This is an optimization exercise on Yosys and OpenROAD, whose aim is small area, not a production implementation.
In this exercise RTL edits were held to simulation tests only and were not proved equivalent to the original.
Power and IR drop assume default switching activity.

==> flow/design.v (outline; a module is shown in full before it is edited, if it fits) <==
// module LedMatrix: 902 lines
module LedMatrix (
  output     [34:0]   io_col,
  output     [5:0]    io_row,
  input               bus_write,
  input      [6:0]    bus_address,
  input      [31:0]   bus_writeData,
  input               clk,
  input               reset
);
  // ...
==> flow/flow/run.sh <==
#!/bin/bash
# The standard layout (standard.sh), with one change to synthesis: Yosys's abc call maps the
# combinational logic with flow/area.abc, an area-oriented script, in place of ORFS's speed
# script. Everything else in synth_recipe.tcl (and so every register) is as the standard
# synthesis makes it.
# Port buffers are buf_1 cells.
set -euo pipefail
W=$(pwd)
cat > "$W/own_synth.tcl" <<TCL
# synth_recipe.tcl, with the -script of every abc call pointing at flow/area.abc
proc abc {args} {
  set i [lsearch -exact \$args -script]
  if {\$i >= 0} { lset args [expr {\$i + 1}] $W/flow/area.abc }
  yosys abc {*}\$args
}
source $W/synth_recipe.tcl
TCL
sed "s|SYNTH_SCRIPT=[^ ]*|SYNTH_SCRIPT=$W/own_synth.tcl|" standard.sh > own_standard.sh
grep -q "SYNTH_SCRIPT=$W/own_synth.tcl" own_standard.sh
# port buffers: the smallest buffer (ORFS otherwise picks clkdlybuf4s50_1)
bash own_standard.sh "BUFFER_PORTS_ARGS=-buffer_cell sky130_fd_sc_hd__buf_1" finish > "$W/flow_make.log" 2>&1
==> flow/flow/area.abc <==
strash
&get -n
&dch
&nf -R 1000
&put
strash
&get -n
&dch
&nf -R 1000
&put
==> flow/standard.sh <==
#!/bin/bash
# synth_recipe.tcl (not shown) runs the flow's synth.tcl, then flattens the netlist and writes it again
# the make line also repeats each setting of config.mk as NAME=value (left out here)
make -C /OpenROAD-flow-scripts/flow DESIGN_CONFIG=/design/flow/config.mk WORK_HOME=/design/flow/orfs CLKGATE_MAP_FILE= SYNTH_SCRIPT=/design/flow/synth_recipe.tcl "${@:-finish}"
==> flow/config.mk <==
export PLATFORM = sky130hd
export DESIGN_NAME = LedMatrix
export DESIGN_NICKNAME = LedMatrix
export VERILOG_FILES = /design/flow/design.v
export SDC_FILE = /design/flow/constraint.sdc
export NUM_CORES = 4
export LEC_CHECK = 0
export CAP_MARGIN = 5
export CORE_MARGIN = 2
export CORE_UTILIZATION = 55
export CTS_BUF_LIST = sky130_fd_sc_hd__clkbuf_8
export CTS_CLUSTER_DIAMETER = 100
export CTS_CLUSTER_SIZE = 18
export PLACE_DENSITY = 0.7
export SLEW_MARGIN = 5
==> flow/constraint.sdc <==
create_clock -name core_clock -period 10.0 [get_ports {clk}]
set_input_delay 2.0000 -clock core_clock [delete_from_list [all_inputs] [get_ports {clk}]]
set_output_delay 2.0000 -clock core_clock [all_outputs]
set_load 0.01 [all_outputs]
==> impl_metrics.py, run 1 <==
metrics = {
    "logic_synthesis": {
        "synth_top_cell_by_area": "edfxtp_1",
        "netlist_top_cells_area": "edfxtp_1 (78%), a222oi_1 (6.3%), o21ai_0 (1.8%)",
        "synthTopCellsByCount": "edfxtp_1 (1,344), a222oi_1 (329), nand2_1 (223)",
        "synth_area_per_cell_um2": 17.6,
        "yosysWarnings": 1,
        "async_reset_ff_share_pct": 2.76,
        "syn-cell-area_um2": 52100,
    },
    "run_status": {
        "status": "no timing/DRC/antenna violations",
    },
    "sta": {
        "setup_tns_ns": 0,
        "timing.slew.headroom_pct": 10.6,
        "rsz0062_at_grt": "no",
        "min_period_ns": 7.11,
        "max_freq_mhz": 141,
    },
    "finish": {
        "multi_input_area_share_pct": 18.1,
        "inverters": 22,
        "multi_input_comb_cells": 1509,
        "regArea_um2": 42000,
    },
    "job": {
        "cap_violations": 0,
    },
    "grt": {
        "grt_max_degree": 121,
        "grt_usage_pct": 26.5,
    },
    "routing": {
        "wl_met1_um": 49000,
        "wl_per_cell_um": 28.9,
        "dr_wl_met3_um": 14700,
        "vias": 31100,
    },
    "die": {
        "die_w_um": 312,
        "die_h_um": 312,
        "taps": 1254,
    },
    "clocking": {
        "numClockSinks": 1414,
        "numCtsBuffers": 88,
        "clkLatencyLatePin_ns": 0.78,
        "cts_root_buffer": "clkbuf_8",
    },
    "worst_setup_path": {
        "path_buf_inv": 2,
        "cpPeakStageDelay_ns": 0.98,
        "criticalPathCategory": "reg2out",
        "crit_cells": 12,
    },
    "power": {
        "clkPwrFrac_pct": 25.3,
        "p_sw_mw": 2.13,
    },
    "placed_design": {
        "port_buffers": 74,
    },
}
==> inputs of run 2 (changes only) <==
--- a/flow/design.v
+++ b/flow/design.v
@@ -127,362 +127,558 @@
   reg [23:0] r99;
   reg [23:0] r100;
   reg [23:0] r101;
   reg [23:0] r102;
   reg [23:0] r103;
   reg [7:0] r104;
   reg [7:0] r105;
   reg [7:0] r106;
-  reg resetSeen;    
-  always @(posedge clk or posedge reset) begin
-    if (reset) resetSeen <= 1'b1;
-    else resetSeen <= 1'b0;
-  end
-  wire clr = reset | resetSeen;
-  wire addrValid = (bus_address < 7'd107);
-  reg        held;
-  reg [6:0]  addrQ;
-  reg [23:0] dataQ;
+  reg       v0;
+  reg       v1;
+  reg       v2;
+  reg       v3;
+  reg       v4;
+  reg       v5;
+  reg       v6;
+  reg       v7;
+  reg       v8;
+  reg       v9;
+  reg       v10;
+  reg       v11;
+  reg       v12;
+  reg       v13;
+  reg       v14;
+  reg       v15;
+  reg       v16;
+  reg       v17;
+  reg       v18;
+  reg       v19;
+  reg       v20;
+  reg       v21;
+  reg       v22;
+  reg       v23;
+  reg       v24;
+  reg       v25;
+  reg       v26;
+  reg       v27;
+  reg       v28;
+  reg       v29;
+  reg       v30;
+  reg       v31;
+  reg       v32;
+  reg       v33;
+  reg       v34;
+  reg       v35;
+  reg       v36;
+  reg       v37;
+  reg       v38;
+  reg       v39;
+  reg       v40;
+  reg       v41;
+  reg       v42;
+  reg       v43;
+  reg       v44;
+  reg       v45;
+  reg       v46;
+  reg       v47;
+  reg       v48;
+  reg       v49;
+  reg       v50;
+  reg       v51;
+  reg       v52;
+  reg       v53;
+  reg       v54;
+  reg       v55;
+  reg       v56;
+  reg       v57;
+  reg       v58;
+  reg       v59;
+  reg       v60;
+  reg       v61;
+  reg       v62;
+  reg       v63;
+  reg       v64;
+  reg       v65;
+  reg       v66;
+  reg       v67;
+  reg       v68;
+  reg       v69;
+  reg       v70;
+  reg       v71;
+  reg       v72;
+  reg       v73;
+  reg       v74;
+  reg       v75;
+  reg       v76;
+  reg       v77;
+  reg       v78;
+  reg       v79;
+  reg       v80;
+  reg       v81;
+  reg       v82;
+  reg       v83;
+  reg       v84;
+  reg       v85;
+  reg       v86;
+  reg       v87;
+  reg       v88;
+  reg       v89;
+  reg       v90;
+  reg       v91;
+  reg       v92;
+  reg       v93;
+  reg       v94;
+  reg       v95;
+  reg       v96;
+  reg       v97;
+  reg       v98;
+  reg       v99;
+  reg       v100;
+  reg       v101;
+  reg       v102;
+  reg       v103;
+  reg       v104;
+  reg       v105;
+  reg       v106;
   always @(posedge clk) begin
-    addrQ <= bus_address;
-    dataQ <= bus_writeData[23:0];
+    if (bus_write && bus_address == 7'd0) r0 <= bus_writeData[7:0];
+    if (bus_write && bus_address == 7'd1) r1 <= bus_writeData[7:0];
+    if (bus_write && bus_address == 7'd2) r2 <= bus_writeData[7:0];
+    if (bus_write && bus_address == 7'd3) r3 <= bus_writeData[7:0];
+    if (bus_write && bus_address == 7'd4) r4 <= bus_writeData[7:0];
+    if (bus_write && bus_address == 7'd5) r5 <= bus_writeData[7:0];
+    if (bus_write && bus_address == 7'd6) r6 <= bus_writeData[7:0];
+    if (bus_write && bus_address == 7'd7) r7 <= bus_writeData[7:0];
+    if (bus_write && bus_address == 7'd8) r8 <= bus_writeData[7:0];
+    if (bus_write && bus_address == 7'd9) r9 <= bus_writeData[7:0];
+    if (bus_write && bus_address == 7'd10) r10 <= bus_writeData[7:0];
+    if (bus_write && bus_address == 7'd11) r11 <= bus_writeData[7:0];
+    if (bus_write && bus_address == 7'd12) r12 <= bus_writeData[7:0];
+    if (bus_write && bus_address == 7'd13) r13 <= bus_writeData[7:0];
+    if (bus_write && bus_address == 7'd14) r14 <= bus_writeData[7:0];
+    if (bus_write && bus_address == 7'd15) r15 <= bus_writeData[7:0];
+    if (bus_write && bus_address == 7'd16) r16 <= bus_writeData[7:0];
+    if (bus_write && bus_address == 7'd17) r17 <= bus_writeData[7:0];
+    if (bus_write && bus_address == 7'd18) r18 <= bus_writeData[7:0];
+    if (bus_write && bus_address == 7'd19) r19 <= bus_writeData[7:0];
+    if (bus_write && bus_address == 7'd20) r20 <= bus_writeData[7:0];
+    if (bus_write && bus_address == 7'd21) r21 <= bus_writeData[7:0];
+    if (bus_write && bus_address == 7'd22) r22 <= bus_writeData[7:0];
+    if (bus_write && bus_address == 7'd23) r23 <= bus_writeData[7:0];
+    if (bus_write && bus_address == 7'd24) r24 <= bus_writeData[7:0];
+    if (bus_write && bus_address == 7'd25) r25 <= bus_writeData[7:0];
+    if (bus_write && bus_address == 7'd26) r26 <= bus_writeData[7:0];
+    if (bus_write && bus_address == 7'd27) r27 <= bus_writeData[7:0];
+    if (bus_write && bus_address == 7'd28) r28 <= bus_writeData[7:0];
+    if (bus_write && bus_address == 7'd29) r29 <= bus_writeData[7:0];
+    if (bus_write && bus_address == 7'd30) r30 <= bus_writeData[7:0];
+    if (bus_write && bus_address == 7'd31) r31 <= bus_writeData[7:0];
+    if (bus_write && bus_address == 7'd32) r32 <= bus_writeData[7:0];
+    if (bus_write && bus_address == 7'd33) r33 <= bus_writeData[7:0];
+    if (bus_write && bus_address == 7'd34) r34 <= bus_writeData[7:0];
+    if (bus_write && bus_address == 7'd35) r35 <= bus_writeData[7:0];
+    if (bus_write && bus_address == 7'd36) r36 <= bus_writeData[7:0];
+    if (bus_write && bus_address == 7'd37) r37 <= bus_writeData[7:0];
+    if (bus_write && bus_address == 7'd38) r38 <= bus_writeData[7:0];
+    if (bus_write && bus_address == 7'd39) r39 <= bus_writeData[7:0];
+    if (bus_write && bus_address == 7'd40) r40 <= bus_writeData[7:0];
+    if (bus_write && bus_address == 7'd41) r41 <= bus_writeData[7:0];
+    if (bus_write && bus_address == 7'd42) r42 <= bus_writeData[7:0];
+    if (bus_write && bus_address == 7'd43) r43 <= bus_writeData[7:0];
+    if (bus_write && bus_address == 7'd44) r44 <= bus_writeData[7:0];
+    if (bus_write && bus_address == 7'd45) r45 <= bus_writeData[7:0];
+    if (bus_write && bus_address == 7'd46) r46 <= bus_writeData[7:0];
+    if (bus_write && bus_address == 7'd47) r47 <= bus_writeData[7:0];
+    if (bus_write && bus_address == 7'd48) r48 <= bus_writeData[7:0];
+    if (bus_write && bus_address == 7'd49) r49 <= bus_writeData[7:0];
+    if (bus_write && bus_address == 7'd50) r50 <= bus_writeData[7:0];
+    if (bus_write && bus_address == 7'd51) r51 <= bus_writeData[7:0];
+    if (bus_write && bus_address == 7'd52) r52 <= bus_writeData[7:0];
+    if (bus_write && bus_address == 7'd53) r53 <= bus_writeData[7:0];
+    if (bus_write && bus_address == 7'd54) r54 <= bus_writeData[7:0];
+    if (bus_write && bus_address == 7'd55) r55 <= bus_writeData[7:0];
+    if (bus_write && bus_address == 7'd56) r56 <= bus_writeData[7:0];
+    if (bus_write && bus_address == 7'd57) r57 <= bus_writeData[7:0];
+    if (bus_write && bus_address == 7'd58) r58 <= bus_writeData[7:0];
+    if (bus_write && bus_address == 7'd59) r59 <= bus_writeData[7:0];
+    if (bus_write && bus_address == 7'd60) r60 <= bus_writeData[7:0];
+    if (bus_write && bus_address == 7'd61) r61 <= bus_writeData[7:0];
+    if (bus_write && bus_address == 7'd62) r62 <= bus_writeData[7:0];
+    if (bus_write && bus_address == 7'd63) r63 <= bus_writeData[7:0];
+    if (bus_write && bus_address == 7'd64) r64 <= bus_writeData[7:0];
+    if (bus_write && bus_address == 7'd65) r65 <= bus_writeData[7:0];
+    if (bus_write && bus_address == 7'd66) r66 <= bus_writeData[7:0];
+    if (bus_write && bus_address == 7'd67) r67 <= bus_writeData[7:0];
+    if (bus_write && bus_address == 7'd68) r68 <= bus_writeData[7:0];
+    if (bus_write && bus_address == 7'd69) r69 <= bus_writeData[7:0];
+    if (bus_write && bus_address == 7'd70) r70 <= bus_writeData[7:0];
+    if (bus_write && bus_address == 7'd71) r71 <= bus_writeData[7:0];
+    if (bus_write && bus_address == 7'd72) r72 <= bus_writeData[7:0];
+    if (bus_write && bus_address == 7'd73) r73 <= bus_writeData[15:0];
+    if (bus_write && bus_address == 7'd74) r74 <= bus_writeData[23:0];
+    if (bus_write && bus_address == 7'd75) r75 <= bus_writeData[23:0];
+    if (bus_write && bus_address == 7'd76) r76 <= bus_writeData[23:0];
+    if (bus_write && bus_address == 7'd77) r77 <= bus_writeData[23:0];
+    if (bus_write && bus_address == 7'd78) r78 <= bus_writeData[23:0];
+    if (bus_write && bus_address == 7'd79) r79 <= bus_writeData[23:0];
+    if (bus_write && bus_address == 7'd80) r80 <= bus_writeData[23:0];
+    if (bus_write && bus_address == 7'd81) r81 <= bus_writeData[23:0];
+    if (bus_write && bus_address == 7'd82) r82 <= bus_writeData[23:0];
+    if (bus_write && bus_address == 7'd83) r83 <= bus_writeData[23:0];
+    if (bus_write && bus_address == 7'd84) r84 <= bus_writeData[23:0];
+    if (bus_write && bus_address == 7'd85) r85 <= bus_writeData[23:0];
+    if (bus_write && bus_address == 7'd86) r86 <= bus_writeData[23:0];
+    if (bus_write && bus_address == 7'd87) r87 <= bus_writeData[23:0];
+    if (bus_write && bus_address == 7'd88) r88 <= bus_writeData[23:0];
+    if (bus_write && bus_address == 7'd89) r89 <= bus_writeData[23:0];
+    if (bus_write && bus_address == 7'd90) r90 <= bus_writeData[23:0];
+    if (bus_write && bus_address == 7'd91) r91 <= bus_writeData[23:0];
+    if (bus_write && bus_address == 7'd92) r92 <= bus_writeData[23:0];
+    if (bus_write && bus_address == 7'd93) r93 <= bus_writeData[23:0];
+    if (bus_write && bus_address == 7'd94) r94 <= bus_writeData[23:0];
+    if (bus_write && bus_address == 7'd95) r95 <= bus_writeData[23:0];
+    if (bus_write && bus_address == 7'd96) r96 <= bus_writeData[23:0];
+    if (bus_write && bus_address == 7'd97) r97 <= bus_writeData[23:0];
+    if (bus_write && bus_address == 7'd98) r98 <= bus_writeData[23:0];
+    if (bus_write && bus_address == 7'd99) r99 <= bus_writeData[23:0];
+    if (bus_write && bus_address == 7'd100) r100 <= bus_writeData[23:0];
+    if (bus_write && bus_address == 7'd101) r101 <= bus_writeData[23:0];
+    if (bus_write && bus_address == 7'd102) r102 <= bus_writeData[23:0];
+    if (bus_write && bus_address == 7'd103) r103 <= bus_writeData[23:0];
+    if (bus_write && bus_address == 7'd104) r104 <= bus_writeData[7:0];
+    if (bus_write && bus_address == 7'd105) r105 <= bus_writeData[7:0];
+    if (bus_write && bus_address == 7'd106) r106 <= bus_writeData[7:0];
   end
-  wire sameAddr = (bus_address == addrQ);
-  wire useHeld = held & ~(bus_write & sameAddr);
   always @(posedge clk or posedge reset) begin
-    if (reset) held <= 1'b0;
-    else held <= bus_write & addrValid & (clr | useHeld);
-  end
-  wire [6:0]  wa  = useHeld ? addrQ : bus_address;
-  wire        wen = useHeld | bus_write;
-  wire [23:0] wd  = clr ? 24'd0 : (useHeld ? dataQ : bus_writeData[23:0]);
-  always @(posedge clk) begin
-    if (clr || (wen && wa == 7'd0)) r0 <= wd[7:0];
-    if (clr || (wen && wa == 7'd1)) r1 <= wd[7:0];
-    if (clr || (wen && wa == 7'd2)) r2 <= wd[7:0];
-    if (clr || (wen && wa == 7'd3)) r3 <= wd[7:0];
-    if (clr || (wen && wa == 7'd4)) r4 <= wd[7:0];
-    if (clr || (wen && wa == 7'd5)) r5 <= wd[7:0];
-    if (clr || (wen && wa == 7'd6)) r6 <= wd[7:0];
-    if (clr || (wen && wa == 7'd7)) r7 <= wd[7:0];
-    if (clr || (wen && wa == 7'd8)) r8 <= wd[7:0];
-    if (clr || (wen && wa == 7'd9)) r9 <= wd[7:0];
-    if (clr || (wen && wa == 7'd10)) r10 <= wd[7:0];
-    if (clr || (wen && wa == 7'd11)) r11 <= wd[7:0];
-    if (clr || (wen && wa == 7'd12)) r12 <= wd[7:0];
-    if (clr || (wen && wa == 7'd13)) r13 <= wd[7:0];
-    if (clr || (wen && wa == 7'd14)) r14 <= wd[7:0];
-    if (clr || (wen && wa == 7'd15)) r15 <= wd[7:0];
-    if (clr || (wen && wa == 7'd16)) r16 <= wd[7:0];
-    if (clr || (wen && wa == 7'd17)) r17 <= wd[7:0];
-    if (clr || (wen && wa == 7'd18)) r18 <= wd[7:0];
-    if (clr || (wen && wa == 7'd19)) r19 <= wd[7:0];
-    if (clr || (wen && wa == 7'd20)) r20 <= wd[7:0];
-    if (clr || (wen && wa == 7'd21)) r21 <= wd[7:0];
-    if (clr || (wen && wa == 7'd22)) r22 <= wd[7:0];
-    if (clr || (wen && wa == 7'd23)) r23 <= wd[7:0];
-    if (clr || (wen && wa == 7'd24)) r24 <= wd[7:0];
-    if (clr || (wen && wa == 7'd25)) r25 <= wd[7:0];
-    if (clr || (wen && wa == 7'd26)) r26 <= wd[7:0];
-    if (clr || (wen && wa == 7'd27)) r27 <= wd[7:0];
-    if (clr || (wen && wa == 7'd28)) r28 <= wd[7:0];
-    if (clr || (wen && wa == 7'd29)) r29 <= wd[7:0];
-    if (clr || (wen && wa == 7'd30)) r30 <= wd[7:0];
-    if (clr || (wen && wa == 7'd31)) r31 <= wd[7:0];
-    if (clr || (wen && wa == 7'd32)) r32 <= wd[7:0];
-    if (clr || (wen && wa == 7'd33)) r33 <= wd[7:0];
-    if (clr || (wen && wa == 7'd34)) r34 <= wd[7:0];
-    if (clr || (wen && wa == 7'd35)) r35 <= wd[7:0];
-    if (clr || (wen && wa == 7'd36)) r36 <= wd[7:0];
-    if (clr || (wen && wa == 7'd37)) r37 <= wd[7:0];
-    if (clr || (wen && wa == 7'd38)) r38 <= wd[7:0];
-    if (clr || (wen && wa == 7'd39)) r39 <= wd[7:0];
-    if (clr || (wen && wa == 7'd40)) r40 <= wd[7:0];
-    if (clr || (wen && wa == 7'd41)) r41 <= wd[7:0];
-    if (clr || (wen && wa == 7'd42)) r42 <= wd[7:0];
-    if (clr || (wen && wa == 7'd43)) r43 <= wd[7:0];
-    if (clr || (wen && wa == 7'd44)) r44 <= wd[7:0];
-    if (clr || (wen && wa == 7'd45)) r45 <= wd[7:0];
-    if (clr || (wen && wa == 7'd46)) r46 <= wd[7:0];
-    if (clr || (wen && wa == 7'd47)) r47 <= wd[7:0];
-    if (clr || (wen && wa == 7'd48)) r48 <= wd[7:0];
-    if (clr || (wen && wa == 7'd49)) r49 <= wd[7:0];
-    if (clr || (wen && wa == 7'd50)) r50 <= wd[7:0];
-    if (clr || (wen && wa == 7'd51)) r51 <= wd[7:0];
-    if (clr || (wen && wa == 7'd52)) r52 <= wd[7:0];
-    if (clr || (wen && wa == 7'd53)) r53 <= wd[7:0];
-    if (clr || (wen && wa == 7'd54)) r54 <= wd[7:0];
-    if (clr || (wen && wa == 7'd55)) r55 <= wd[7:0];
-    if (clr || (wen && wa == 7'd56)) r56 <= wd[7:0];
-    if (clr || (wen && wa == 7'd57)) r57 <= wd[7:0];
-    if (clr || (wen && wa == 7'd58)) r58 <= wd[7:0];
-    if (clr || (wen && wa == 7'd59)) r59 <= wd[7:0];
-    if (clr || (wen && wa == 7'd60)) r60 <= wd[7:0];
-    if (clr || (wen && wa == 7'd61)) r61 <= wd[7:0];
-    if (clr || (wen && wa == 7'd62)) r62 <= wd[7:0];
-    if (clr || (wen && wa == 7'd63)) r63 <= wd[7:0];
-    if (clr || (wen && wa == 7'd64)) r64 <= wd[7:0];
-    if (clr || (wen && wa == 7'd65)) r65 <= wd[7:0];
-    if (clr || (wen && wa == 7'd66)) r66 <= wd[7:0];
-    if (clr || (wen && wa == 7'd67)) r67 <= wd[7:0];
-    if (clr || (wen && wa == 7'd68)) r68 <= wd[7:0];
-    if (clr || (wen && wa == 7'd69)) r69 <= wd[7:0];
-    if (clr || (wen && wa == 7'd70)) r70 <= wd[7:0];
-    if (clr || (wen && wa == 7'd71)) r71 <= wd[7:0];
-    if (clr || (wen && wa == 7'd72)) r72 <= wd[7:0];
-    if (clr || (wen && wa == 7'd73)) r73 <= wd[15:0];
-    if (clr || (wen && wa == 7'd74)) r74 <= wd[23:0];
-    if (clr || (wen && wa == 7'd75)) r75 <= wd[23:0];
-    if (clr || (wen && wa == 7'd76)) r76 <= wd[23:0];
-    if (clr || (wen && wa == 7'd77)) r77 <= wd[23:0];
-    if (clr || (wen && wa == 7'd78)) r78 <= wd[23:0];
-    if (clr || (wen && wa == 7'd79)) r79 <= wd[23:0];
-    if (clr || (wen && wa == 7'd80)) r80 <= wd[23:0];
-    if (clr || (wen && wa == 7'd81)) r81 <= wd[23:0];
-    if (clr || (wen && wa == 7'd82)) r82 <= wd[23:0];
-    if (clr || (wen && wa == 7'd83)) r83 <= wd[23:0];
-    if (clr || (wen && wa == 7'd84)) r84 <= wd[23:0];
-    if (clr || (wen && wa == 7'd85)) r85 <= wd[23:0];
-    if (clr || (wen && wa == 7'd86)) r86 <= wd[23:0];
-    if (clr || (wen && wa == 7'd87)) r87 <= wd[23:0];
-    if (clr || (wen && wa == 7'd88)) r88 <= wd[23:0];
-    if (clr || (wen && wa == 7'd89)) r89 <= wd[23:0];
-    if (clr || (wen && wa == 7'd90)) r90 <= wd[23:0];
-    if (clr || (wen && wa == 7'd91)) r91 <= wd[23:0];
-    if (clr || (wen && wa == 7'd92)) r92 <= wd[23:0];
-    if (clr || (wen && wa == 7'd93)) r93 <= wd[23:0];
-    if (clr || (wen && wa == 7'd94)) r94 <= wd[23:0];
-    if (clr || (wen && wa == 7'd95)) r95 <= wd[23:0];
-    if (clr || (wen && wa == 7'd96)) r96 <= wd[23:0];
-    if (clr || (wen && wa == 7'd97)) r97 <= wd[23:0];
-    if (clr || (wen && wa == 7'd98)) r98 <= wd[23:0];
-    if (clr || (wen && wa == 7'd99)) r99 <= wd[23:0];
-    if (clr || (wen && wa == 7'd100)) r100 <= wd[23:0];
-    if (clr || (wen && wa == 7'd101)) r101 <= wd[23:0];
-    if (clr || (wen && wa == 7'd102)) r102 <= wd[23:0];
-    if (clr || (wen && wa == 7'd103)) r103 <= wd[23:0];
-    if (clr || (wen && wa == 7'd104)) r104 <= wd[7:0];
-    if (clr || (wen && wa == 7'd105)) r105 <= wd[7:0];
-    if (clr || (wen && wa == 7'd106)) r106 <= wd[7:0];
+    if (reset) begin
+      v0 <= 1'b0;
+      v1 <= 1'b0;
+      v2 <= 1'b0;
+      v3 <= 1'b0;
+      v4 <= 1'b0;
+      v5 <= 1'b0;
+      v6 <= 1'b0;
+      v7 <= 1'b0;
+      v8 <= 1'b0;
+      v9 <= 1'b0;
+      v10 <= 1'b0;
+      v11 <= 1'b0;
+      v12 <= 1'b0;
+      v13 <= 1'b0;
+      v14 <= 1'b0;
+      v15 <= 1'b0;
+      v16 <= 1'b0;
+      v17 <= 1'b0;
+      v18 <= 1'b0;
+      v19 <= 1'b0;
+      v20 <= 1'b0;
+      v21 <= 1'b0;
+      v22 <= 1'b0;
+      v23 <= 1'b0;
+      v24 <= 1'b0;
+      v25 <= 1'b0;
+      v26 <= 1'b0;
+      v27 <= 1'b0;
+      v28 <= 1'b0;
+      v29 <= 1'b0;
+      v30 <= 1'b0;
+      v31 <= 1'b0;
+      v32 <= 1'b0;
+      v33 <= 1'b0;
+      v34 <= 1'b0;
+      v35 <= 1'b0;
+      v36 <= 1'b0;
+      v37 <= 1'b0;
+      v38 <= 1'b0;
+      v39 <= 1'b0;
+      v40 <= 1'b0;
+      v41 <= 1'b0;
+      v42 <= 1'b0;
+      v43 <= 1'b0;
+      v44 <= 1'b0;
+      v45 <= 1'b0;
+      v46 <= 1'b0;
+      v47 <= 1'b0;
+      v48 <= 1'b0;
+      v49 <= 1'b0;
+      v50 <= 1'b0;
+      v51 <= 1'b0;
+      v52 <= 1'b0;
+      v53 <= 1'b0;
+      v54 <= 1'b0;
+      v55 <= 1'b0;
+      v56 <= 1'b0;
+      v57 <= 1'b0;
+      v58 <= 1'b0;
+      v59 <= 1'b0;
+      v60 <= 1'b0;
+      v61 <= 1'b0;
+      v62 <= 1'b0;
+      v63 <= 1'b0;
+      v64 <= 1'b0;
+      v65 <= 1'b0;
+      v66 <= 1'b0;
+      v67 <= 1'b0;
+      v68 <= 1'b0;
+      v69 <= 1'b0;
+      v70 <= 1'b0;
+      v71 <= 1'b0;
+      v72 <= 1'b0;
+      v73 <= 1'b0;
+      v74 <= 1'b0;
+      v75 <= 1'b0;
+      v76 <= 1'b0;
+      v77 <= 1'b0;
+      v78 <= 1'b0;
+      v79 <= 1'b0;
+      v80 <= 1'b0;
+      v81 <= 1'b0;
+      v82 <= 1'b0;
+      v83 <= 1'b0;
+      v84 <= 1'b0;
+      v85 <= 1'b0;
+      v86 <= 1'b0;
+      v87 <= 1'b0;
+      v88 <= 1'b0;
+      v89 <= 1'b0;
+      v90 <= 1'b0;
+      v91 <= 1'b0;
+      v92 <= 1'b0;
+      v93 <= 1'b0;
+      v94 <= 1'b0;
+      v95 <= 1'b0;
+      v96 <= 1'b0;
+      v97 <= 1'b0;
+      v98 <= 1'b0;
+      v99 <= 1'b0;
+      v100 <= 1'b0;
+      v101 <= 1'b0;
+      v102 <= 1'b0;
+      v103 <= 1'b0;
+      v104 <= 1'b0;
+      v105 <= 1'b0;
+      v106 <= 1'b0;
+    end else begin
+      if (bus_write && bus_address == 7'd0) v0 <= 1'b1;
+      if (bus_write && bus_address == 7'd1) v1 <= 1'b1;
+      if (bus_write && bus_address == 7'd2) v2 <= 1'b1;
+      if (bus_write && bus_address == 7'd3) v3 <= 1'b1;
+      if (bus_write && bus_address == 7'd4) v4 <= 1'b1;
+      if (bus_write && bus_address == 7'd5) v5 <= 1'b1;
+      if (bus_write && bus_address == 7'd6) v6 <= 1'b1;
+      if (bus_write && bus_address == 7'd7) v7 <= 1'b1;
+      if (bus_write && bus_address == 7'd8) v8 <= 1'b1;
+      if (bus_write && bus_address == 7'd9) v9 <= 1'b1;
+      if (bus_write && bus_address == 7'd10) v10 <= 1'b1;
+      if (bus_write && bus_address == 7'd11) v11 <= 1'b1;
+      if (bus_write && bus_address == 7'd12) v12 <= 1'b1;
+      if (bus_write && bus_address == 7'd13) v13 <= 1'b1;
+      if (bus_write && bus_address == 7'd14) v14 <= 1'b1;
+      if (bus_write && bus_address == 7'd15) v15 <= 1'b1;
+      if (bus_write && bus_address == 7'd16) v16 <= 1'b1;
+      if (bus_write && bus_address == 7'd17) v17 <= 1'b1;
+      if (bus_write && bus_address == 7'd18) v18 <= 1'b1;
+      if (bus_write && bus_address == 7'd19) v19 <= 1'b1;
+      if (bus_write && bus_address == 7'd20) v20 <= 1'b1;
+      if (bus_write && bus_address == 7'd21) v21 <= 1'b1;
+      if (bus_write && bus_address == 7'd22) v22 <= 1'b1;
+      if (bus_write && bus_address == 7'd23) v23 <= 1'b1;
+      if (bus_write && bus_address == 7'd24) v24 <= 1'b1;
+      if (bus_write && bus_address == 7'd25) v25 <= 1'b1;
+      if (bus_write && bus_address == 7'd26) v26 <= 1'b1;
+      if (bus_write && bus_address == 7'd27) v27 <= 1'b1;
+      if (bus_write && bus_address == 7'd28) v28 <= 1'b1;
+      if (bus_write && bus_address == 7'd29) v29 <= 1'b1;
+      if (bus_write && bus_address == 7'd30) v30 <= 1'b1;
+      if (bus_write && bus_address == 7'd31) v31 <= 1'b1;
+      if (bus_write && bus_address == 7'd32) v32 <= 1'b1;
+      if (bus_write && bus_address == 7'd33) v33 <= 1'b1;
+      if (bus_write && bus_address == 7'd34) v34 <= 1'b1;
+      if (bus_write && bus_address == 7'd35) v35 <= 1'b1;
+      if (bus_write && bus_address == 7'd36) v36 <= 1'b1;
+      if (bus_write && bus_address == 7'd37) v37 <= 1'b1;
+      if (bus_write && bus_address == 7'd38) v38 <= 1'b1;
+      if (bus_write && bus_address == 7'd39) v39 <= 1'b1;
+      if (bus_write && bus_address == 7'd40) v40 <= 1'b1;
+      if (bus_write && bus_address == 7'd41) v41 <= 1'b1;
+      if (bus_write && bus_address == 7'd42) v42 <= 1'b1;
+      if (bus_write && bus_address == 7'd43) v43 <= 1'b1;
+      if (bus_write && bus_address == 7'd44) v44 <= 1'b1;
+      if (bus_write && bus_address == 7'd45) v45 <= 1'b1;
+      if (bus_write && bus_address == 7'd46) v46 <= 1'b1;
+      if (bus_write && bus_address == 7'd47) v47 <= 1'b1;
+      if (bus_write && bus_address == 7'd48) v48 <= 1'b1;
+      if (bus_write && bus_address == 7'd49) v49 <= 1'b1;
+      if (bus_write && bus_address == 7'd50) v50 <= 1'b1;
+      if (bus_write && bus_address == 7'd51) v51 <= 1'b1;
+      if (bus_write && bus_address == 7'd52) v52 <= 1'b1;
+      if (bus_write && bus_address == 7'd53) v53 <= 1'b1;
+      if (bus_write && bus_address == 7'd54) v54 <= 1'b1;
+      if (bus_write && bus_address == 7'd55) v55 <= 1'b1;
+      if (bus_write && bus_address == 7'd56) v56 <= 1'b1;
+      if (bus_write && bus_address == 7'd57) v57 <= 1'b1;
+      if (bus_write && bus_address == 7'd58) v58 <= 1'b1;
+      if (bus_write && bus_address == 7'd59) v59 <= 1'b1;
+      if (bus_write && bus_address == 7'd60) v60 <= 1'b1;
+      if (bus_write && bus_address == 7'd61) v61 <= 1'b1;
+      if (bus_write && bus_address == 7'd62) v62 <= 1'b1;
+      if (bus_write && bus_address == 7'd63) v63 <= 1'b1;
+      if (bus_write && bus_address == 7'd64) v64 <= 1'b1;
+      if (bus_write && bus_address == 7'd65) v65 <= 1'b1;
+      if (bus_write && bus_address == 7'd66) v66 <= 1'b1;
+      if (bus_write && bus_address == 7'd67) v67 <= 1'b1;
+      if (bus_write && bus_address == 7'd68) v68 <= 1'b1;
+      if (bus_write && bus_address == 7'd69) v69 <= 1'b1;
+      if (bus_write && bus_address == 7'd70) v70 <= 1'b1;
+      if (bus_write && bus_address == 7'd71) v71 <= 1'b1;
+      if (bus_write && bus_address == 7'd72) v72 <= 1'b1;
+      if (bus_write && bus_address == 7'd73) v73 <= 1'b1;
+      if (bus_write && bus_address == 7'd74) v74 <= 1'b1;
+      if (bus_write && bus_address == 7'd75) v75 <= 1'b1;
+      if (bus_write && bus_address == 7'd76) v76 <= 1'b1;
+      if (bus_write && bus_address == 7'd77) v77 <= 1'b1;
+      if (bus_write && bus_address == 7'd78) v78 <= 1'b1;
+      if (bus_write && bus_address == 7'd79) v79 <= 1'b1;
+      if (bus_write && bus_address == 7'd80) v80 <= 1'b1;
+      if (bus_write && bus_address == 7'd81) v81 <= 1'b1;
+      if (bus_write && bus_address == 7'd82) v82 <= 1'b1;
+      if (bus_write && bus_address == 7'd83) v83 <= 1'b1;
+      if (bus_write && bus_address == 7'd84) v84 <= 1'b1;
+      if (bus_write && bus_address == 7'd85) v85 <= 1'b1;
+      if (bus_write && bus_address == 7'd86) v86 <= 1'b1;
+      if (bus_write && bus_address == 7'd87) v87 <= 1'b1;
+      if (bus_write && bus_address == 7'd88) v88 <= 1'b1;
+      if (bus_write && bus_address == 7'd89) v89 <= 1'b1;
+      if (bus_write && bus_address == 7'd90) v90 <= 1'b1;
+      if (bus_write && bus_address == 7'd91) v91 <= 1'b1;
+      if (bus_write && bus_address == 7'd92) v92 <= 1'b1;
+      if (bus_write && bus_address == 7'd93) v93 <= 1'b1;
+      if (bus_write && bus_address == 7'd94) v94 <= 1'b1;
+      if (bus_write && bus_address == 7'd95) v95 <= 1'b1;
+      if (bus_write && bus_address == 7'd96) v96 <= 1'b1;
+      if (bus_write && bus_address == 7'd97) v97 <= 1'b1;
+      if (bus_write && bus_address == 7'd98) v98 <= 1'b1;
+      if (bus_write && bus_address == 7'd99) v99 <= 1'b1;
+      if (bus_write && bus_address == 7'd100) v100 <= 1'b1;
+      if (bus_write && bus_address == 7'd101) v101 <= 1'b1;
+      if (bus_write && bus_address == 7'd102) v102 <= 1'b1;
+      if (bus_write && bus_address == 7'd103) v103 <= 1'b1;
+      if (bus_write && bus_address == 7'd104) v104 <= 1'b1;
+      if (bus_write && bus_address == 7'd105) v105 <= 1'b1;
+      if (bus_write && bus_address == 7'd106) v106 <= 1'b1;
+    end
   end
-  wire v0 = 1'b1;
-  wire v1 = 1'b1;
-  wire v2 = 1'b1;
-  wire v3 = 1'b1;
-  wire v4 = 1'b1;
-  wire v5 = 1'b1;
-  wire v6 = 1'b1;
-  wire v7 = 1'b1;
-  wire v8 = 1'b1;
-  wire v9 = 1'b1;
-  wire v10 = 1'b1;
-  wire v11 = 1'b1;
-  wire v12 = 1'b1;
-  wire v13 = 1'b1;
-  wire v14 = 1'b1;
-  wire v15 = 1'b1;
-  wire v16 = 1'b1;
-  wire v17 = 1'b1;
-  wire v18 = 1'b1;
-  wire v19 = 1'b1;
-  wire v20 = 1'b1;
-  wire v21 = 1'b1;
-  wire v22 = 1'b1;
-  wire v23 = 1'b1;
-  wire v24 = 1'b1;
-  wire v25 = 1'b1;
-  wire v26 = 1'b1;
-  wire v27 = 1'b1;
-  wire v28 = 1'b1;
-  wire v29 = 1'b1;
-  wire v30 = 1'b1;
-  wire v31 = 1'b1;
-  wire v32 = 1'b1;
-  wire v33 = 1'b1;
-  wire v34 = 1'b1;
-  wire v35 = 1'b1;
-  wire v36 = 1'b1;
-  wire v37 = 1'b1;
-  wire v38 = 1'b1;
-  wire v39 = 1'b1;
-  wire v40 = 1'b1;
-  wire v41 = 1'b1;
-  wire v42 = 1'b1;
-  wire v43 = 1'b1;
-  wire v44 = 1'b1;
-  wire v45 = 1'b1;
-  wire v46 = 1'b1;
-  wire v47 = 1'b1;
-  wire v48 = 1'b1;
-  wire v49 = 1'b1;
-  wire v50 = 1'b1;
-  wire v51 = 1'b1;
-  wire v52 = 1'b1;
-  wire v53 = 1'b1;
-  wire v54 = 1'b1;
-  wire v55 = 1'b1;
-  wire v56 = 1'b1;
-  wire v57 = 1'b1;
-  wire v58 = 1'b1;
-  wire v59 = 1'b1;
-  wire v60 = 1'b1;
-  wire v61 = 1'b1;
-  wire v62 = 1'b1;
-  wire v63 = 1'b1;
-  wire v64 = 1'b1;
-  wire v65 = 1'b1;
-  wire v66 = 1'b1;
-  wire v67 = 1'b1;
-  wire v68 = 1'b1;
-  wire v69 = 1'b1;
-  wire v70 = 1'b1;
-  wire v71 = 1'b1;
-  wire v72 = 1'b1;
-  wire v73 = 1'b1;
-  wire v74 = 1'b1;
-  wire v75 = 1'b1;
-  wire v76 = 1'b1;
-  wire v77 = 1'b1;
-  wire v78 = 1'b1;
-  wire v79 = 1'b1;
-  wire v80 = 1'b1;
-  wire v81 = 1'b1;
-  wire v82 = 1'b1;
-  wire v83 = 1'b1;
-  wire v84 = 1'b1;
-  wire v85 = 1'b1;
-  wire v86 = 1'b1;
-  wire v87 = 1'b1;
-  wire v88 = 1'b1;
-  wire v89 = 1'b1;
-  wire v90 = 1'b1;
-  wire v91 = 1'b1;
-  wire v92 = 1'b1;
-  wire v93 = 1'b1;
-  wire v94 = 1'b1;
-  wire v95 = 1'b1;
-  wire v96 = 1'b1;
-  wire v97 = 1'b1;
-  wire v98 = 1'b1;
-  wire v99 = 1'b1;
-  wire v100 = 1'b1;
-  wire v101 = 1'b1;
-  wire v102 = 1'b1;
-  wire v103 = 1'b1;
-  wire v104 = 1'b1;
-  wire v105 = 1'b1;
-  wire v106 = 1'b1;
-  wire s0_0 = rowHot[0];
-  wire s0_1 = rowHot[0];
-  wire s0_2 = rowHot[0];
-  wire s0_3 = rowHot[0];
-  wire s0_4 = rowHot[0];
-  wire s0_5 = rowHot[0];
-  wire s0_6 = rowHot[0];
-  wire s0_7 = rowHot[0];
-  wire s0_8 = rowHot[0];
-  wire s0_9 = rowHot[0];
-  wire s0_10 = rowHot[0];
-  wire s0_11 = rowHot[0];
-  wire s0_12 = rowHot[0];
-  wire s0_74 = rowHot[0];
-  wire s0_75 = rowHot[0];
-  wire s0_76 = rowHot[0];
-  wire s0_104 = rowHot[0];
-  wire s0_105 = rowHot[0];
-  wire s0_106 = rowHot[0];
-  wire s1_13 = rowHot[1];
-  wire s1_14 = rowHot[1];
-  wire s1_15 = rowHot[1];
-  wire s1_16 = rowHot[1];
-  wire s1_17 = rowHot[1];
-  wire s1_18 = rowHot[1];
-  wire s1_19 = rowHot[1];
-  wire s1_20 = rowHot[1];
-  wire s1_21 = rowHot[1];
-  wire s1_22 = rowHot[1];
-  wire s1_23 = rowHot[1];
-  wire s1_24 = rowHot[1];
-  wire s1_25 = rowHot[1];
-  wire s1_26 = rowHot[1];
-  wire s1_77 = rowHot[1];
-  wire s1_78 = rowHot[1];
-  wire s1_79 = rowHot[1];
-  wire s1_80 = rowHot[1];
-  wire s1_81 = rowHot[1];
-  wire s1_82 = rowHot[1];
-  wire s1_83 = rowHot[1];
-  wire s2_27 = rowHot[2];
-  wire s2_28 = rowHot[2];
-  wire s2_29 = rowHot[2];
-  wire s2_30 = rowHot[2];
-  wire s2_31 = rowHot[2];
-  wire s2_32 = rowHot[2];
-  wire s2_33 = rowHot[2];
-  wire s2_34 = rowHot[2];
-  wire s2_35 = rowHot[2];
-  wire s2_36 = rowHot[2];
-  wire s2_37 = rowHot[2];
-  wire s2_38 = rowHot[2];
-  wire s2_39 = rowHot[2];
-  wire s2_40 = rowHot[2];
-  wire s2_84 = rowHot[2];
-  wire s2_85 = rowHot[2];
-  wire s2_86 = rowHot[2];
-  wire s2_87 = rowHot[2];
-  wire s2_88 = rowHot[2];
-  wire s2_89 = rowHot[2];
-  wire s2_90 = rowHot[2];
-  wire s3_41 = rowHot[3];
-  wire s3_42 = rowHot[3];
-  wire s3_43 = rowHot[3];
-  wire s3_44 = rowHot[3];
-  wire s3_45 = rowHot[3];
-  wire s3_46 = rowHot[3];
-  wire s3_47 = rowHot[3];
-  wire s3_48 = rowHot[3];
-  wire s3_49 = rowHot[3];
-  wire s3_50 = rowHot[3];
-  wire s3_51 = rowHot[3];
-  wire s3_52 = rowHot[3];
-  wire s3_53 = rowHot[3];
-  wire s3_91 = rowHot[3];
-  wire s3_92 = rowHot[3];
-  wire s3_93 = rowHot[3];
-  wire s4_54 = rowHot[4];
-  wire s4_55 = rowHot[4];
-  wire s4_56 = rowHot[4];
-  wire s4_57 = rowHot[4];
-  wire s4_58 = rowHot[4];
-  wire s4_59 = rowHot[4];
-  wire s4_60 = rowHot[4];
-  wire s4_61 = rowHot[4];
-  wire s4_62 = rowHot[4];
-  wire s4_63 = rowHot[4];
-  wire s4_64 = rowHot[4];
-  wire s4_65 = rowHot[4];
-  wire s4_94 = rowHot[4];
-  wire s4_95 = rowHot[4];
-  wire s4_96 = rowHot[4];
-  wire s4_97 = rowHot[4];
-  wire s5_66 = rowHot[5];
-  wire s5_67 = rowHot[5];
-  wire s5_68 = rowHot[5];
-  wire s5_69 = rowHot[5];
-  wire s5_70 = rowHot[5];
-  wire s5_71 = rowHot[5];
-  wire s5_72 = rowHot[5];
-  wire s5_73 = rowHot[5];
-  wire s5_98 = rowHot[5];
-  wire s5_99 = rowHot[5];
-  wire s5_100 = rowHot[5];
-  wire s5_101 = rowHot[5];
-  wire s5_102 = rowHot[5];
-  wire s5_103 = rowHot[5];
+  wire s0_0 = rowHot[0] & v0;
+  wire s0_1 = rowHot[0] & v1;
+  wire s0_2 = rowHot[0] & v2;
+  wire s0_3 = rowHot[0] & v3;
+  wire s0_4 = rowHot[0] & v4;
+  wire s0_5 = rowHot[0] & v5;
+  wire s0_6 = rowHot[0] & v6;
+  wire s0_7 = rowHot[0] & v7;
+  wire s0_8 = rowHot[0] & v8;
+  wire s0_9 = rowHot[0] & v9;
+  wire s0_10 = rowHot[0] & v10;
+  wire s0_11 = rowHot[0] & v11;
+  wire s0_12 = rowHot[0] & v12;
+  wire s0_74 = rowHot[0] & v74;
+  wire s0_75 = rowHot[0] & v75;
+  wire s0_76 = rowHot[0] & v76;
+  wire s0_104 = rowHot[0] & v104;
+  wire s0_105 = rowHot[0] & v105;
+  wire s0_106 = rowHot[0] & v106;
+  wire s1_13 = rowHot[1] & v13;
+  wire s1_14 = rowHot[1] & v14;
+  wire s1_15 = rowHot[1] & v15;
+  wire s1_16 = rowHot[1] & v16;
+  wire s1_17 = rowHot[1] & v17;
+  wire s1_18 = rowHot[1] & v18;
+  wire s1_19 = rowHot[1] & v19;
+  wire s1_20 = rowHot[1] & v20;
+  wire s1_21 = rowHot[1] & v21;
+  wire s1_22 = rowHot[1] & v22;
+  wire s1_23 = rowHot[1] & v23;
+  wire s1_24 = rowHot[1] & v24;
+  wire s1_25 = rowHot[1] & v25;
+  wire s1_26 = rowHot[1] & v26;
+  wire s1_77 = rowHot[1] & v77;
+  wire s1_78 = rowHot[1] & v78;
+  wire s1_79 = rowHot[1] & v79;
+  wire s1_80 = rowHot[1] & v80;
+  wire s1_81 = rowHot[1] & v81;
+  wire s1_82 = rowHot[1] & v82;
+  wire s1_83 = rowHot[1] & v83;
+  wire s2_27 = rowHot[2] & v27;
+  wire s2_28 = rowHot[2] & v28;
+  wire s2_29 = rowHot[2] & v29;
+  wire s2_30 = rowHot[2] & v30;
+  wire s2_31 = rowHot[2] & v31;
+  wire s2_32 = rowHot[2] & v32;
+  wire s2_33 = rowHot[2] & v33;
+  wire s2_34 = rowHot[2] & v34;
+  wire s2_35 = rowHot[2] & v35;
+  wire s2_36 = rowHot[2] & v36;
+  wire s2_37 = rowHot[2] & v37;
+  wire s2_38 = rowHot[2] & v38;
+  wire s2_39 = rowHot[2] & v39;
+  wire s2_40 = rowHot[2] & v40;
+  wire s2_84 = rowHot[2] & v84;
+  wire s2_85 = rowHot[2] & v85;
+  wire s2_86 = rowHot[2] & v86;
+  wire s2_87 = rowHot[2] & v87;
+  wire s2_88 = rowHot[2] & v88;
+  wire s2_89 = rowHot[2] & v89;
+  wire s2_90 = rowHot[2] & v90;
+  wire s3_41 = rowHot[3] & v41;
+  wire s3_42 = rowHot[3] & v42;
+  wire s3_43 = rowHot[3] & v43;
+  wire s3_44 = rowHot[3] & v44;
+  wire s3_45 = rowHot[3] & v45;
+  wire s3_46 = rowHot[3] & v46;
+  wire s3_47 = rowHot[3] & v47;
+  wire s3_48 = rowHot[3] & v48;
+  wire s3_49 = rowHot[3] & v49;
+  wire s3_50 = rowHot[3] & v50;
+  wire s3_51 = rowHot[3] & v51;
+  wire s3_52 = rowHot[3] & v52;
+  wire s3_53 = rowHot[3] & v53;
+  wire s3_91 = rowHot[3] & v91;
+  wire s3_92 = rowHot[3] & v92;
+  wire s3_93 = rowHot[3] & v93;
+  wire s4_54 = rowHot[4] & v54;
+  wire s4_55 = rowHot[4] & v55;
+  wire s4_56 = rowHot[4] & v56;
+  wire s4_57 = rowHot[4] & v57;
+  wire s4_58 = rowHot[4] & v58;
+  wire s4_59 = rowHot[4] & v59;
+  wire s4_60 = rowHot[4] & v60;
+  wire s4_61 = rowHot[4] & v61;
+  wire s4_62 = rowHot[4] & v62;
+  wire s4_63 = rowHot[4] & v63;
+  wire s4_64 = rowHot[4] & v64;
+  wire s4_65 = rowHot[4] & v65;
+  wire s4_94 = rowHot[4] & v94;
+  wire s4_95 = rowHot[4] & v95;
+  wire s4_96 = rowHot[4] & v96;
+  wire s4_97 = rowHot[4] & v97;
+  wire s5_66 = rowHot[5] & v66;
+  wire s5_67 = rowHot[5] & v67;
+  wire s5_68 = rowHot[5] & v68;
+  wire s5_69 = rowHot[5] & v69;
+  wire s5_70 = rowHot[5] & v70;
+  wire s5_71 = rowHot[5] & v71;
+  wire s5_72 = rowHot[5] & v72;
+  wire s5_73 = rowHot[5] & v73;
+  wire s5_98 = rowHot[5] & v98;
+  wire s5_99 = rowHot[5] & v99;
+  wire s5_100 = rowHot[5] & v100;
+  wire s5_101 = rowHot[5] & v101;
+  wire s5_102 = rowHot[5] & v102;
+  wire s5_103 = rowHot[5] & v103;
   wire [34:0] lt;
   wire [7:0] val0 = ({8{s0_0}} & r0[7:0]) | ({8{s1_13}} & r13[7:0]) | ({8{s2_27}} & r27[7:0]) | ({8{s3_41}} & r41[7:0]) | ({8{s4_54}} & r54[7:0]) | ({8{s5_66}} & r66[7:0]);
   wire [7:0] cc0;
   assign cc0[0] = pwm[0] & ~val0[0];
   assign cc0[1] = (pwm[1] & ~val0[1]) | (cc0[0] & (pwm[1] | ~val0[1]));
   assign cc0[2] = (pwm[2] & ~val0[2]) | (cc0[1] & (pwm[2] | ~val0[2]));
   assign cc0[3] = (pwm[3] & ~val0[3]) | (cc0[2] & (pwm[3] | ~val0[3]));
   assign cc0[4] = (pwm[4] & ~val0[4]) | (cc0[3] & (pwm[4] | ~val0[4]));
==> flow/config.mk (replaced) <==
export PLATFORM = sky130hd
export DESIGN_NAME = LedMatrix
export DESIGN_NICKNAME = LedMatrix
export VERILOG_FILES = /design/flow/design.v
export SDC_FILE = /design/flow/constraint.sdc
export NUM_CORES = 4
export LEC_CHECK = 0
export CAP_MARGIN = 5
export CORE_MARGIN = 2
export CORE_UTILIZATION = 55
export CTS_BUF_LIST = sky130_fd_sc_hd__clkbuf_16
export CTS_CLUSTER_DIAMETER = 100
export CTS_CLUSTER_SIZE = 28
export PLACE_DENSITY = 0.7
export SLEW_MARGIN = 5
==> impl_metrics.py, run 2 <==
metrics = {
    "logic_synthesis": {
        "syn-num-nets": 3205,
        "syn-cell-area_um2": 54900,
        "synthTopCellsByCount": "edfxtp_1 (1,344), a222oi_1 (280), nand2_1 (229)",
        "yosysWarnings": 1,
        "yosys_register_bits": 1488,
        "dominantRegCellSynth": "edfxtp_1",
        "async_reset_ff_share_pct": 9.68,
        "ys_seq_area_share_pct": 80.0,
        "synth_top_cell_by_area": "edfxtp_1",
        "synth_top_area_share_pct": 73.5,
        "netlist_top_cells_area": "edfxtp_1 (73%), dfrtp_1 (6.5%), a222oi_1 (5.1%)",
        "synthCells": 3162,
        "synth_area_per_cell_um2": 17.4,
        "synth.most_common_cell": "edfxtp_1",
        "synth-edff-count": 1344,
        "ys_types": 46,
    },
    "worst_setup_path": {
        "cp_max_fo": 16,
        "path_buf_inv": 1,
        "crit_family": "adder cells",
        "cp.arrival_ns": 5.35,
        "worstPathCellList": "and2_0 > nand2_1 > a21oi_1 > o21ai_0 > maj3_1 > maj3_1 > maj3_1 > maj3_1 > maj3_1 > o21ai_0 > nand3_1 > buf_1",
        "start_kind": "register",
        "criticalPathCategory": "reg2out",
        "cpPeakStageDelay_ns": 0.92,
        "worstSetupStartpoint": "rowHot[5]",
        "slowest_stage": "dfrtp_1",
        "crit_required_ns": 8.00,
        "cp_common_cell": "maj3_1",
        "end_kind": "primary output",
        "crit-reg2reg-launch": "pwmPre[7]",
    },
    "routing": {
        "drc": 0,
        "vias": 31500,
        "viasPerCell": 6.67,
        "wl_per_cell_um": 28.4,
        "drt_iter0_markers": 5329,
        "dr.pass1.iters": 10,
        "routed_wl_um": 134000,
        "ant_nets": 0,
    },
    "finish": {
        "layout-drive-gt1-share_pct": 6.40,
        "final_cells": 4726,
        "final_nets": 3428,
        "area_growth_pct": 8.19,
        "final_cell_mix": "edfxtp_1 (1,344), a222oi_1 (280), nand2_1 (229), a21oi_1 (165), dfrtp_1 (134)",
        "layout_commonest_cell": "edfxtp_1",
    },
    "power": {
        "p_leak_nw": 18.5,
        "power.density_nw_per_um2": 168,
        "irDropWorstVdd_mv": 0.144,
        "finalPower_mw": 9.97,
    },
    "die": {
        "die_h_um": 320,
        "coreArea_um2": 98700,
        "start_util_pct": 55.6,
        "fp.dieArea_um2": 102000,
        "ios": 83,
        "die_w_um": 320,
        "rows": 115,
    },
    "sta": {
        "min_period_ns": 7.35,
        "hold_viol_final": 0,
        "clock_skew_ns": 0.00672,
        "setup_viol": 0,
        "max_freq_mhz": 136,
        "setup_tns_ns": 0,
        "worst_slew_pin_slew_ns": 1.24,
        "rsz0062_at_grt": "no",
        "slew_viol_final": 0,
        "timing.slew.headroom_pct": 17.6,
        "post-route-period-util_pct": 73.5,
        "worst_slack_ns": 2.65,
    },
    "clocking": {
        "cts_tree": "done",
        "cts_root_buffer": "clkbuf_16",
        "hold_buffers": 0,
        "numCtsBuffers": 59,
        "clk_pin_slew_ns": 0.10,
        "post_cts_buffers": 0,
        "numClockSinks": 1488,
        "clockBufferDepth": 3,
        "htree_levels": 2,
        "cts_resized": 0,
        "clkLatencyLatePin_ns": 0.69,
    },
    "grt": {
        "grt_remaining_overflow": 0,
        "grt_pass1_vias": 30700,
        "grt_max_degree": 108,
        "antenna_found_initial": 9,
        "grt_pass1_wl_um": 196000,
        "grt_usage_pct": 25.8,
    },
    "placed_design": {
        "gp_congestion": 0.848,
        "port_buffers": 74,
        "hpwl_um": 72600,
        "dp_slack_ns": 3.47,
        "dp.cells": 4611,
    },
    "hold_path": {
        "hold_class": "reg2reg",
        "min_from": "pwmPre[11]",
    },
    "job": {
        "cap_violations": 0,
    },
    "run_status": {
        "status": "no timing/DRC/antenna violations",
    },
}
-- run 2: report_power, final --
part	internal, mW	switching [mW]
clock	1.12	1.77
sequential	6.85	0.0330
combinational	0.0357	0.163
total	8.01	1.97
-- run 2: worst reg2reg max path, delay by kind of cell (launching register included) --
| kind | cells | cell delay [ns] |
|---|---|---|
| flops | 1 | 0.39 |
| simple gates | 6 | 1.66 |
| xor+xnor | 1 | 0.19 |
-- run 2: final timing paths --
| check | endpoint | slack, ns | cells past startpoint |
|---|---|---|---|
| worst max-delay path | io_col[12] | 2.65 | 12 |
| worst min-delay path | pwmPre[12] | 0.38 | 0 |
| worst max register to register | pwm[7] | 7.64 | 7 |
| worst min register to register | pwmPre[12] | 0.38 | 0 |
| max in group asynchronous | pwm[7] | 7.01 | 3 |
| min in group asynchronous | v0 | 1.52 | 2 |
-- run 2: layout make-up --
type | instances | area [um2]
inverter | 17 | 68.8
clock buffer | 61 | 1530
fill | 7118 | 39300
antenna | 4 | 10.0
clock inverter | 50 | 214
sequential | 1488 | 44000
multi-input combinational | 1649 | 11000
timing repair buffer | 170 | 1040
tap | 1287 | 1610
-- run 2: layer usage --
metal  up-vias  routed length, um  global-route usage, %
li1      13600                  -                      -
met1     16100              53700                   36.6
met2      1619              64400                   42.1
met3       213              12700                   3.88
met4        12               3520                   7.03
met5         -                 85                      0
-- run 2: through the flow --
step | utilization (%) | hold WS (ns) | cell area [um2]
final | 60.2 | 0.380 | 59400
after detailed placement | 58.4 | 0.357 | 57700
after floorplan | - | 0.421 | 54900
after CTS | 60.2 | 0.382 | 59400
after global routing | 60.2 | 0.385 | 59400
after global placement | 58.4 | 0.351 | 57700
-- run 2: logic make-up after synthesis --
kind of cell | synth area share (%)
adder cells (fa/ha/maj) | 1.63
AND/OR/NAND/NOR | 7.10
multiplexers | 0.0205
XOR/XNOR | 0.144
buffers and inverters | 0.171
AO/OA/AOI/OAI | 10.9
flip-flops | 80.0

[re-timing with driven ports]
In the flow no input, the clock included, has a driving cell. The finished layouts below were timed again as built, in two steps.
Step 1 assumes that a clkbuf_16 drives the clock port and a buf_2 every other input.
Step 2 adds t to the input delays and takes it off the output delays; t is the mean of the earliest and latest rising clock arrival at the registers after step 1. Input paths then give back, and output paths get back, about the clock's delay inside the block.
Slacks: ideal ports / drivers / drivers and shift; pairs: ideal ports / drivers.
| run | shift t [ns] | setup WS [ns] | worst setup path at the end | worst data-port slew with drivers (ns) |
|---|---|---|---|---|
| run 1 | 0.810 | 2.885 / 2.823 / 3.565 | input to register | 0.13 |
| run 2 | 0.746 | 2.650 / 2.582 / 3.328 | register to output | 0.09 |
After both steps setup and hold are still met in every run listed.
